Context: an optimization exercise on an open-source flow, tuned for small area. The choices shown serve that exercise and are no tape-out recipe.
Function was checked by simulation only, so behaviour that the tests miss may differ from the original.
Power and IR drop assume default switching activity.

Q:
==> flow/design.v (excerpt) <==
module SDHOST(clock, reset, cmd_pin_in, cmd_pin_out, response_outReg, R024h_CPU, R024h_CPU_out, R00eh_CPU, R00eh_CPU_out, R008h_CPU, R008h_CPU_out, R032h_CPU, R032h_CPU_out, R030h_CPU, R030h_CPU_out);
Size: ~700 cells after synthesis, about 350 flip-flops, ~9600 um2 of cells after synthesis.
==> module SDHOST, before the edit <==
module SDHOST(clock, reset, cmd_pin_in, cmd_pin_out, response_outReg, R024h_CPU, R024h_CPU_out, R00eh_CPU, R00eh_CPU_out, R008h_CPU, R008h_CPU_out, R032h_CPU, R032h_CPU_out, R030h_CPU, R030h_CPU_out);
	input          clock;
	input          reset;
	input          cmd_pin_in;
	output         cmd_pin_out;
	output [127:0] response_outReg;
	input  [31:0]  R024h_CPU;
	output [31:0]  R024h_CPU_out;
	input  [15:0]  R00eh_CPU;
	output [15:0]  R00eh_CPU_out;
	input  [31:0]  R008h_CPU;
	output [31:0]  R008h_CPU_out;
	input  [15:0]  R032h_CPU;
	output [15:0]  R032h_CPU_out;
	input  [15:0]  R030h_CPU;
	output [15:0]  R030h_CPU_out;
	reg [15:0] r024;    
	reg [12:0] r00e;    
	reg [31:0] r008;
	reg [13:0] r032;    
	reg [8:0]  r030;    
	reg        cc;      
	reg [125:0] sh;
	reg [126:0] resp;
	reg [6:0]   cnt;    
	reg         dp;     
	reg         txr;    
	reg         txn;    
	reg         wt;     
	reg         rx;     
	wire ld      = r024[0];               
	wire tx      = txr | txn;
	wire c38     = (cnt == 7'd116);
	wire fend    = tx & (cnt == 7'd69);   
	wire c126    = (cnt == 7'd64);
	wire start   = wt & ~cmd_pin_in;
	wire tmo     = wt & c126;
	wire rdone   = rx & c126;
	wire crc_fb  = dp & (sh[125] ^ sh[6]);
	assign cmd_pin_out = ~ld & (dp ? sh[125] : (sh[6] | ~tx));
	always @(posedge clock) begin
		if (reset) begin
			r024 <= 0;
			r00e <= 0;
			r008 <= 0;
			r032 <= 0;
			r030 <= 0;
			cc   <= 0;
			txr  <= 0;
			txn  <= 0;
			wt   <= 0;
			rx   <= 0;
			dp   <= 0;
		end else begin
			r024 <= {R024h_CPU[24:16], R024h_CPU[11:8], R024h_CPU[2:0]};
			r00e <= {R00eh_CPU[13:3], R00eh_CPU[1:0]};
			r008 <= R008h_CPU;
			r032 <= {R032h_CPU[15:12], R032h_CPU[9:1], R032h_CPU[0] | tmo};
			r030 <= {R030h_CPU[15], R030h_CPU[8:1]};
			cc   <= (txn & fend) | tmo | rdone;
			txr  <= (ld & (r00e[1:0] != 2'b00)) | (txr & ~fend);
			txn  <= (ld & (r00e[1:0] == 2'b00)) | (txn & ~fend);
			wt   <= (txr & fend) | (wt & cmd_pin_in & ~c126);
			rx   <= (start & ~c126) | (rx & ~c126);
			dp   <= ld | (dp & ~c38);
		end
	end
	wire         rload = rdone & ~reset;
	wire         rhold = ~rdone & ~reset;
	wire [126:0] resp_d;
	wire [125:0] sh_d;
	genvar i;
	generate
		for (i = 0; i < 127; i = i + 1) begin : g_resp
			ao22 u (.a(i == 0 ? cmd_pin_in : sh[(i == 0 ? 0 : i - 1)]), .b(rload), .c(resp[i]), .e(rhold), .y(resp_d[i]));
		end
		for (i = 87; i < 125; i = i + 1) begin : g_load
			ao22 u (.a(i > 118 ? r00e[i - 112] : r008[i - 87]), .b(ld), .c(sh[i - 1]), .e(~ld), .y(sh_d[i]));
		end
	endgenerate
	assign sh_d[125]   = sh[124] | ld;
	assign sh_d[86:7]  = sh[85:6];
	assign sh_d[6:0]   = {sh[5:3], sh[2] ^ crc_fb, sh[1:0], tx ? (~dp | crc_fb) : cmd_pin_in} & {7{~ld}};
	always @(posedge clock) begin
		resp <= resp_d;
		cnt  <= (ld | start) ? 7'd0 : {cnt[5:0], ~(cnt[6] ^ cnt[5])};
		sh   <= sh_d;
	end
	assign response_outReg = {1'b0, resp};
	assign R024h_CPU_out = {7'b0, r024[15:7], 4'b0, r024[6:3], 5'b0, r024[2:0]};
	assign R00eh_CPU_out = {2'b0, r00e[12:2], 1'b0, r00e[1:0]};
	assign R008h_CPU_out = r008;
	assign R032h_CPU_out = {r032[13:10], 2'b0, r032[9:0]};
	assign R030h_CPU_out = {r030[8], 6'b0, r030[7:0], cc};
endmodule
export LEC_CHECK = 0
export CAP_MARGIN = 20
export CORE_MARGIN = 2
export CORE_UTILIZATION = 80
export SLEW_MARGIN = 20
export SYNTH_HIERARCHICAL = 1
export SYNTH_MINIMUM_KEEP_SIZE = 0
create_clock -name core_clock -period 5.0 [get_ports {clock}]
standard.sh (not shown) runs the stock make flow with config.mk's settings and CLKGATE_MAP_FILE= SYNTH_SCRIPT=/design/flow/synth_recipe.tcl, a recipe that flattens the netlist after the stock synthesis.
==> flow/flow/run.sh <==
#!/bin/bash
# The standard layout (standard.sh, standard synthesis unchanged) with three changes:
# - port buffers use the smallest buffer cell (buf_1) instead of clkdlybuf4s50_1;
# - clock tree from clkbuf_4 with small sink clusters and no dummy loads;
# - one tie cell for all constant outputs (no tie fanout repair).
set -euo pipefail
bash standard.sh \
  "BUFFER_PORTS_ARGS=-buffer_cell sky130_fd_sc_hd__buf_1" \
  "CTS_ARGS=-sink_clustering_enable -repair_clock_nets -buf_list sky130_fd_sc_hd__clkbuf_4 -sink_clustering_size 10 -sink_clustering_max_diameter 40 -dont_use_dummy_load" \
  SKIP_REPAIR_TIE_FANOUT=1 \
  finish > standard_flow.log 2>&1
For P, these inputs were changed with respect to Q:
diff --git a/flow/design.v b/flow/design.v
--- a/flow/design.v
+++ b/flow/design.v
@@ -20,21 +20,20 @@
 	reg [13:0] r032;    
 	reg [8:0]  r030;    
 	reg        cc;      
 	reg [125:0] sh;
 	reg [126:0] resp;
-	reg [6:0]   cnt;    
-	reg         dp;     
+	reg [6:0]   cnt;
 	reg         txr;    
 	reg         txn;    
 	reg         wt;     
 	reg         rx;     
 	wire ld      = r024[0];               
 	wire tx      = txr | txn;
-	wire c38     = (cnt == 7'd116);
-	wire fend    = tx & (cnt == 7'd69);   
-	wire c126    = (cnt == 7'd64);
+	wire dp      = tx & (cnt <= 7'd38);   
+	wire fend    = tx & (cnt == 7'd46);   
+	wire c126    = (cnt == 7'd126);
 	wire start   = wt & ~cmd_pin_in;
 	wire tmo     = wt & c126;
 	wire rdone   = rx & c126;
 	wire crc_fb  = dp & (sh[125] ^ sh[6]);
 	assign cmd_pin_out = ~ld & (dp ? sh[125] : (sh[6] | ~tx));
@@ -48,11 +47,10 @@
 			cc   <= 0;
 			txr  <= 0;
 			txn  <= 0;
 			wt   <= 0;
 			rx   <= 0;
-			dp   <= 0;
 		end else begin
 			r024 <= {R024h_CPU[24:16], R024h_CPU[11:8], R024h_CPU[2:0]};
 			r00e <= {R00eh_CPU[13:3], R00eh_CPU[1:0]};
 			r008 <= R008h_CPU;
 			r032 <= {R032h_CPU[15:12], R032h_CPU[9:1], R032h_CPU[0] | tmo};
@@ -60,11 +58,10 @@
 			cc   <= (txn & fend) | tmo | rdone;
 			txr  <= (ld & (r00e[1:0] != 2'b00)) | (txr & ~fend);
 			txn  <= (ld & (r00e[1:0] == 2'b00)) | (txn & ~fend);
 			wt   <= (txr & fend) | (wt & cmd_pin_in & ~c126);
 			rx   <= (start & ~c126) | (rx & ~c126);
-			dp   <= ld | (dp & ~c38);
 		end
 	end
 	wire         rload = rdone & ~reset;
 	wire         rhold = ~rdone & ~reset;
 	wire [126:0] resp_d;
@@ -81,11 +78,11 @@
 	assign sh_d[125]   = sh[124] | ld;
 	assign sh_d[86:7]  = sh[85:6];
 	assign sh_d[6:0]   = {sh[5:3], sh[2] ^ crc_fb, sh[1:0], tx ? (~dp | crc_fb) : cmd_pin_in} & {7{~ld}};
 	always @(posedge clock) begin
 		resp <= resp_d;
-		cnt  <= (ld | start) ? 7'd0 : {cnt[5:0], ~(cnt[6] ^ cnt[5])};
+		cnt  <= (ld | start) ? 7'd0 : cnt + 7'd1;
 		sh   <= sh_d;
 	end
 	assign response_outReg = {1'b0, resp};
 	assign R024h_CPU_out = {7'b0, r024[15:7], 4'b0, r024[6:3], 5'b0, r024[2:0]};
 	assign R00eh_CPU_out = {2'b0, r00e[12:2], 1'b0, r00e[1:0]};
Findings:
Changes observed in P relative to Q: multi-input logic area rose about 1.9%; post-layout total power climbed 1.4%; number of sequential cells in the layout has remained practically unchanged; all-layer global routing usage higher. r024[0] as the critical path launch point was reported by Q, and cnt[2] by P. [diff] worst-case clock skew, P relative to Q: improvement. Re slack of the critical path: Q was higher than P. Q and P ended up with nearly the same total of flip-flops plus latches after synthesis. When the final numbers for Q and P were put side by side, the area of the die turned out to be greater in P. The higher number of distinct library cells after synthesis came out of P. Starting utilization of the core area across Q and P: no real change.

[port drivers added, routing unchanged]
The results above use ideal ports. As a check the final layouts listed here were re-extracted and re-timed, cells and wires unchanged.
Step 1 (the two cells are an assumption about what drives the block):
set clk [get_ports {clock}]
set_driving_cell -lib_cell sky130_fd_sc_hd__clkbuf_16 $clk
set_driving_cell -lib_cell sky130_fd_sc_hd__buf_2 [delete_from_list [all_inputs] $clk]
Step 2, shift: input delay + t, output delay - t, t = (earliest + latest rising clock arrival at the registers) / 2. This alone moves slack from input paths to output paths.
Slacks: ideal / step 1 / step 2; pairs: ideal / step 1.
| run | t (ns) | slack for setup (ns) | worst setup path at the end | clock arrival spread, ns | worst register clock-pin slew, ns |
|---|---|---|---|---|---|
| Q | 0.672 | 2.133 / 2.096 / 2.256 | input to register | 0.054 / 0.054 | 0.11 / 0.11 |
| P | 0.653 | 1.884 / 1.843 / 2.153 | input to register | 0.070 / 0.069 | 0.11 / 0.11 |
After both steps every run listed still meets setup and hold.
